From an optimization exercise on the open Yosys and OpenROAD flow, aimed at small area; shortcuts taken in it are not production practice.
In this exercise RTL edits were held to simulation tests only and were not proved equivalent to the original.
No activity file was given, so power comes from the tool's default toggle rates.

==> cedar: inputs <==
## GoBang
module GoBang(SW, RESETN, LEDR, LEDG, HEX0, HEX1, CELL, CLOCK_50);
    input [12:0] SW;
    input RESETN;
    input CLOCK_50;
    output [6:0] HEX0, HEX1;
    output [7:0] LEDG;
    output [7:0] LEDR;
    output [1:0] CELL;
    wire clk = CLOCK_50;
    wire [3:0] x = SW[7:4];
    wire [3:0] y = SW[3:0];
    wire put = SW[12];
    localparam INITIAL = 3'd0, CHOICE = 3'd1, PUT_WAIT = 3'd2, CHECK = 3'd3, CHANGE = 3'd4;
    reg [2:0] state;
    reg put_q;
    reg col1;       
    reg record;
    reg [255:0] pa, pb;
    reg [15:0] rflag;
    reg any01;
    wire [15:0] rsel = 16'd1 << x;
    wire [15:0] csel = 16'd1 << y;
    wire [15:0] rowa, rowb;
    genvar gm, gn;
    generate
        for (gm = 0; gm < 16; gm = gm + 1) begin : rmux
            wire [15:0] da, db;
            for (gn = 0; gn < 16; gn = gn + 1) begin : c
                assign da[gn] = pa[gn*16+gm];
                assign db[gn] = pb[gn*16+gm];
            end
            Mux16 ma(.d(da), .s(rsel), .y(rowa[gm]));
            Mux16 mb(.d(db), .s(rsel), .y(rowb[gm]));
        end
    endgenerate
    wire cella, cellb;
    Mux16 mca(.d(rowa), .s(csel), .y(cella));
    Mux16 mcb(.d(rowb), .s(csel), .y(cellb));
    wire empty = ~(cella | cellb);
    wire wr = empty & put & ~put_q;
    wire wa = wr & ~col1;
    wire wb = wr & col1;
    wire [15:0] ca = csel & {16{wa}};
    wire [15:0] cb = csel & {16{wb}};
    wire [15:0] nrowa = rowa | ca;
    wire [15:0] nrowb = rowb | cb;
    wire row5a, row5b;
  ...
==> module Five16, before the edit <==
module Five16(v, f);
    input [15:0] v;
    output f;
    wire n7, m7, k7;
    Run7 a(.v0(v[0]), .v1(v[1]), .v2(v[2]), .v5(v[5]), .v6(v[6]), .v7(v[7]), .y(n7));
    Run7 b(.v0(v[4]), .v1(v[5]), .v2(v[6]), .v5(v[9]), .v6(v[10]), .v7(v[11]), .y(m7));
    Run7 c(.v0(v[15]), .v1(v[14]), .v2(v[13]), .v5(v[10]), .v6(v[9]), .v7(v[8]), .y(k7));
    assign f = (v[3] & v[4] & n7) | (v[7] & v[8] & m7) | (v[11] & v[12] & k7);
endmodule
==> module Run7, before the edit <==
module Run7(v0, v1, v2, v5, v6, v7, y);
    input v0, v1, v2, v5, v6, v7;
    output y;
    wire p = v1 & v2;
    wire q = v5 & v6;
    assign y = (p & (v0 | v5)) | (q & (v2 | v7));
endmodule
Settings: LEC_CHECK=0, CAP_MARGIN=20, CORE_MARGIN=2, CORE_UTILIZATION=70, PLACE_DENSITY=0.8, SLEW_MARGIN=20, SYNTH_HIERARCHICAL=1, SYNTH_MINIMUM_KEEP_SIZE=0; clock period 10.0 ns.
standard.sh (not shown) runs the stock make flow with config.mk's settings and CLKGATE_MAP_FILE= SYNTH_SCRIPT=/design/flow/synth_recipe.tcl, a recipe that flattens the netlist after the stock synthesis.
==> flow/flow/run.sh <==
#!/bin/bash
# The standard layout (standard.sh), with two changes: clock tree synthesis without dummy
# loads, and plain buf_1 cells as the port buffers.
set -euo pipefail
export CTS_ARGS="-sink_clustering_enable -repair_clock_nets -sink_clustering_size 27 -sink_clustering_max_diameter 150 -buf_list sky130_fd_sc_hd__clkbuf_16 -dont_use_dummy_load"
export BUFFER_PORTS_ARGS="-buffer_cell sky130_fd_sc_hd__buf_1"
bash standard.sh > standard_make.log 2>&1
==> xenon: changes against cedar <==
==> flow/design.v (replaced) <==
module GoBang(SW, RESETN, LEDR, LEDG, HEX0, HEX1, CELL, CLOCK_50);
    input [12:0] SW;
    input RESETN;
    input CLOCK_50;
    output [6:0] HEX0, HEX1;
    output [7:0] LEDG;
    output [7:0] LEDR;
    output [1:0] CELL;
    wire clk = CLOCK_50;
    wire [3:0] x = SW[7:4];
    wire [3:0] y = SW[3:0];
    wire put = SW[12];
    localparam INITIAL = 3'd0, CHOICE = 3'd1, PUT_WAIT = 3'd2, CHECK = 3'd3, CHANGE = 3'd4;
    reg [2:0] state;
    reg put_q;
    reg col1;       
    reg record;
    reg [255:0] pa, pb;
    reg [15:0] rflag, cflag;
    reg any01;
    wire [15:0] rsel = 16'd1 << x;
    wire [15:0] csel = 16'd1 << y;
    reg [15:0] rowa, rowb, cola, colb;
    integer k;
    always @(*) begin
        rowa = 16'd0; rowb = 16'd0;
        for (k = 0; k < 16; k = k + 1) begin
            rowa = rowa | (pa[k*16 +: 16] & {16{rsel[k]}});
            rowb = rowb | (pb[k*16 +: 16] & {16{rsel[k]}});
        end
        for (k = 0; k < 16; k = k + 1) begin
            cola[k] = |(pa[k*16 +: 16] & csel);
            colb[k] = |(pb[k*16 +: 16] & csel);
        end
    end
    wire cella = |(rowa & csel);
    wire cellb = |(rowb & csel);
    wire empty = ~(cella | cellb);
    wire wr = empty & put & ~put_q;
    wire wa = wr & ~col1;
    wire wb = wr & col1;
    wire [15:0] ca = csel & {16{wa}};
    wire [15:0] cb = csel & {16{wb}};
    wire [15:0] ra = rsel & {16{wa}};
    wire [15:0] rb = rsel & {16{wb}};
    wire [15:0] nrowa = rowa | ca;
    wire [15:0] nrowb = rowb | cb;
    wire [15:0] ncola = cola | ra;
    wire [15:0] ncolb = colb | rb;
    function five(input [15:0] v);
        reg [14:0] p;
        reg [12:0] q;
        begin
            p = v[14:0] & v[15:1];
            q = p[12:0] & p[14:2];
            five = |(q[11:0] & v[15:4]);
        end
    endfunction
    wire row5a = five(nrowa);
    wire row5b = five(nrowb);
    wire col5a = five(ncola);
    wire col5b = five(ncolb);
    genvar gi, gj;
    generate
        for (gi = 0; gi < 16; gi = gi + 1) begin : row
            for (gj = 0; gj < 16; gj = gj + 1) begin : pt
                always @(posedge clk, negedge RESETN) begin
                    if (!RESETN) begin
                        pa[gi*16+gj] <= 1'b0;
                        pb[gi*16+gj] <= 1'b0;
                    end else begin
                        pa[gi*16+gj] <= pa[gi*16+gj] | (rsel[gi] & ca[gj]);
                        pb[gi*16+gj] <= pb[gi*16+gj] | (rsel[gi] & cb[gj]);
                    end
                end
            end
        end
    endgenerate
    always @(posedge clk, negedge RESETN) begin
        if (!RESETN) begin
            rflag <= 16'd0;
            cflag <= 16'd0;
            any01 <= 1'b0;
        end else begin
            for (k = 0; k < 16; k = k + 1) begin
                if (rsel[k]) rflag[k] <= row5b & ~row5a;
                if (csel[k]) cflag[k] <= col5b & ~col5a;
            end
            any01 <= any01 | row5a | col5a;
        end
    end
    always @(posedge clk, negedge RESETN) begin
        if (!RESETN) begin
            state <= INITIAL;
            put_q <= 1'b1;
            col1 <= 1'b0;
        end else begin
            put_q <= put;
            case (state)
                INITIAL:  state <= CHOICE;
                CHOICE:   state <= put ? CHOICE : PUT_WAIT;
                PUT_WAIT: state <= put ? CHECK : PUT_WAIT;
                CHECK:    state <= CHANGE;
                CHANGE:   state <= CHOICE;
                default:  state <= INITIAL;
            endcase
            if (state == CHANGE && record) col1 <= ~col1;
        end
    end
    always @(posedge clk) begin
        if (state == CHOICE) record <= empty;
    end
    wire s10 = |{rflag, cflag};
    wire s01 = any01;
    wire idle = ~s10 & ~s01;
    assign LEDR = {~s10 & s01, 1'b0, empty, 4'd0, idle & ~col1};
    assign LEDG = {idle & col1, 6'd0, s10};
    assign CELL = {cellb, cella};
    function [6:0] seg(input [3:0] d);
        case (d)
            4'h0: seg = 7'b1000000;
            4'h1: seg = 7'b1111001;
            4'h2: seg = 7'b0100100;
            4'h3: seg = 7'b0110000;
            4'h4: seg = 7'b0011001;
            4'h5: seg = 7'b0010010;
            4'h6: seg = 7'b0000010;
            4'h7: seg = 7'b1111000;
            4'h8: seg = 7'b0000000;
            4'h9: seg = 7'b0010000;
            4'hA: seg = 7'b0001000;
            4'hB: seg = 7'b0000011;
            4'hC: seg = 7'b1000110;
            4'hD: seg = 7'b0100001;
            4'hE: seg = 7'b0000110;
            default: seg = 7'b0001110;
        endcase
    endfunction
    assign HEX0 = seg(y);
    assign HEX1 = seg(x);
endmodule
==> flow/run.sh (new file) <==
#!/bin/bash
# synth_recipe.tcl (not shown) runs the flow's synth.tcl, then flattens the netlist and writes it again
# the make line also repeats each setting of config.mk as NAME=value (left out here)
make -C /OpenROAD-flow-scripts/flow DESIGN_CONFIG=/design/flow/config.mk WORK_HOME=/design/flow/orfs CLKGATE_MAP_FILE= SYNTH_SCRIPT=/design/flow/synth_recipe.tcl finish
==> flow/config.mk (replaced) <==
export PLATFORM = sky130hd
export DESIGN_NAME = GoBang
export DESIGN_NICKNAME = GoBang
export VERILOG_FILES = /design/flow/design.v
export SDC_FILE = /design/flow/constraint.sdc
export NUM_CORES = 4
export LEC_CHECK = 0
export CAP_MARGIN = 20
export CORE_MARGIN = 2
export CORE_UTILIZATION = 40
export SLEW_MARGIN = 20
removed: flow/flow/run.sh
removed: flow/standard.sh
==> garnet: changes against cedar <==
--- a/flow/design.v
+++ b/flow/design.v
@@ -162,21 +162,12 @@
 module Nand6(a, y);
     input [5:0] a;
     output y;
     assign y = ~(&a);
 endmodule
 module Five16(v, f);
     input [15:0] v;
     output f;
-    wire n7, m7, k7;
-    Run7 a(.v0(v[0]), .v1(v[1]), .v2(v[2]), .v5(v[5]), .v6(v[6]), .v7(v[7]), .y(n7));
-    Run7 b(.v0(v[4]), .v1(v[5]), .v2(v[6]), .v5(v[9]), .v6(v[10]), .v7(v[11]), .y(m7));
-    Run7 c(.v0(v[15]), .v1(v[14]), .v2(v[13]), .v5(v[10]), .v6(v[9]), .v7(v[8]), .y(k7));
-    assign f = (v[3] & v[4] & n7) | (v[7] & v[8] & m7) | (v[11] & v[12] & k7);
+    wire [14:0] p = v[14:0] & v[15:1];
+    wire [12:0] q = p[12:0] & p[14:2];
+    assign f = |(q[11:0] & v[15:4]);
 endmodule
-module Run7(v0, v1, v2, v5, v6, v7, y);
-    input v0, v1, v2, v5, v6, v7;
-    output y;
-    wire p = v1 & v2;
-    wire q = v5 & v6;
-    assign y = (p & (v0 | v5)) | (q & (v2 | v7));
-endmodule
==> flow/flow/run.sh (replaced) <==
#!/bin/bash
# The standard layout (standard.sh), with two changes: clock tree synthesis without dummy
# loads, and plain buf_1 cells as the port buffers.
set -euo pipefail
export CTS_ARGS="-sink_clustering_enable -repair_clock_nets -sink_clustering_size 28 -sink_clustering_max_diameter 60 -buf_list sky130_fd_sc_hd__clkbuf_16 -dont_use_dummy_load"
export BUFFER_PORTS_ARGS="-buffer_cell sky130_fd_sc_hd__buf_1"
bash standard.sh > standard_make.log 2>&1
==> flow/config.mk (replaced) <==
export PLATFORM = sky130hd
export DESIGN_NAME = GoBang
export DESIGN_NICKNAME = GoBang
export VERILOG_FILES = /design/flow/design.v
export SDC_FILE = /design/flow/constraint.sdc
export NUM_CORES = 4
export LEC_CHECK = 0
export CAP_MARGIN = 20
export CORE_MARGIN = 2
export CORE_UTILIZATION = 60
export CTS_BUF_LIST = sky130_fd_sc_hd__clkbuf_16
export CTS_CLUSTER_DIAMETER = 60
export CTS_CLUSTER_SIZE = 28
export PLACE_DENSITY = 0.7
export SLEW_MARGIN = 20
export SYNTH_HIERARCHICAL = 1
export SYNTH_MINIMUM_KEEP_SIZE = 0
==> summary.txt <==
Outcome
  • Status: finished clean

Drt
  • DRT iter0 DRCs: 2873

Cells and area
  • ClkCell Share: 0.02266
  • Fin util: 0.7408
  • Post-Layout Cell Count: 2593
  • Ant. Diodes: 0
  • Fraction of area in multi-input gates: 0.3996

STA
  • Tmin final: 8.279 ns

Worst setup path
  • Worst path depth: 24
  • Crit path launch: SW[4]
  • Largest stage delay, worst path: 0.67 ns

Power and ir drop
  • Leakage power: 13.75 nW

Min path
  • Worst hold stages: 1

Die
  • Die height: 189.9 um
That was cedar.
==> summary.txt <==
Cells and area
  • Fraction of area in multi-input gates: 0.3999
  • Fin util: 0.6468
  • ClkCell Share: 0.03816

Die
  • Die height: 206.2 um
  • Num rows: 74

Clock tree
  • Clk pin slew, worst setup/hold paths: about 0.080 ns
  • Post-CTS sizing: 0
  • Clock sinks: 535

STA
  • Tmin final: 8.400 ns

Worst setup path
  • Crit path launch: SW[6]
  • Largest stage delay, worst path: 0.61 ns
  • Worst path depth: 22

Drt
  • DRT iter0 DRCs: around 2900

Min path
  • Hold crit path type: flip-flop to flip-flop
  • Worst hold stages: 1

Outcome
  • Status: finished clean

Power and ir drop
  • Leakage power: 14.09 nW
That was garnet.
==> summary.txt <==
Drt
  • DRT iter0 DRCs: roughly 4900

Min path
  • Worst hold stages: 2

Cells and area
  • Final #Nets: between 2000 and 3000
  • ClkCell Share: 0.06790
  • Post-Layout Cell Count: 3411
  • Ant. Diodes: 3

Outcome
  • Status: finished clean

Worst setup path
  • Crit path launch: SW[5]
  • Largest stage delay, worst path: 0.66 ns
  • Worst path depth: 12

Power and ir drop
  • Leakage power: 12.85 nW

Die
  • Die height: ~270 um
That was xenon.

-- what the ideal ports hide --
Ports are ideal in the flow. The routed layouts listed here were re-timed in OpenROAD. Step 1, drivers: a clkbuf_16 drives CLOCK_50 and a buf_2 each remaining input, both assumed. Step 2 adds t to the input delays and takes it off the output delays; t is the mean of the earliest and latest rising clock arrival at the registers after step 1. Input paths then give back, and output paths get back, about the clock's delay inside the block. Three values: ideal, step 1, step 2; two values: the first two.
| run | shift t [ns] | slack for setup (ns) | worst setup path at the end | clock arrival spread, ns | worst data-port slew with drivers (ns) |
|---|---|---|---|---|---|
| cedar | 0.627 | 1.721 / 1.760 / 1.132 | input to register | 0.027 / 0.027 | 0.09 |
| xenon | 0.708 | 0.904 / 0.879 / 0.879 | input to output | 0.029 / 0.029 | 0.06 |
| garnet | 0.621 | 1.600 / 1.591 / 0.970 | input to register | 0.072 / 0.071 | 0.13 |
After both steps every run listed still meets setup and hold. For garnet, which loses most, drivers alone change the setup slack by -0.009 ns; drivers and shift together by -0.630 ns.
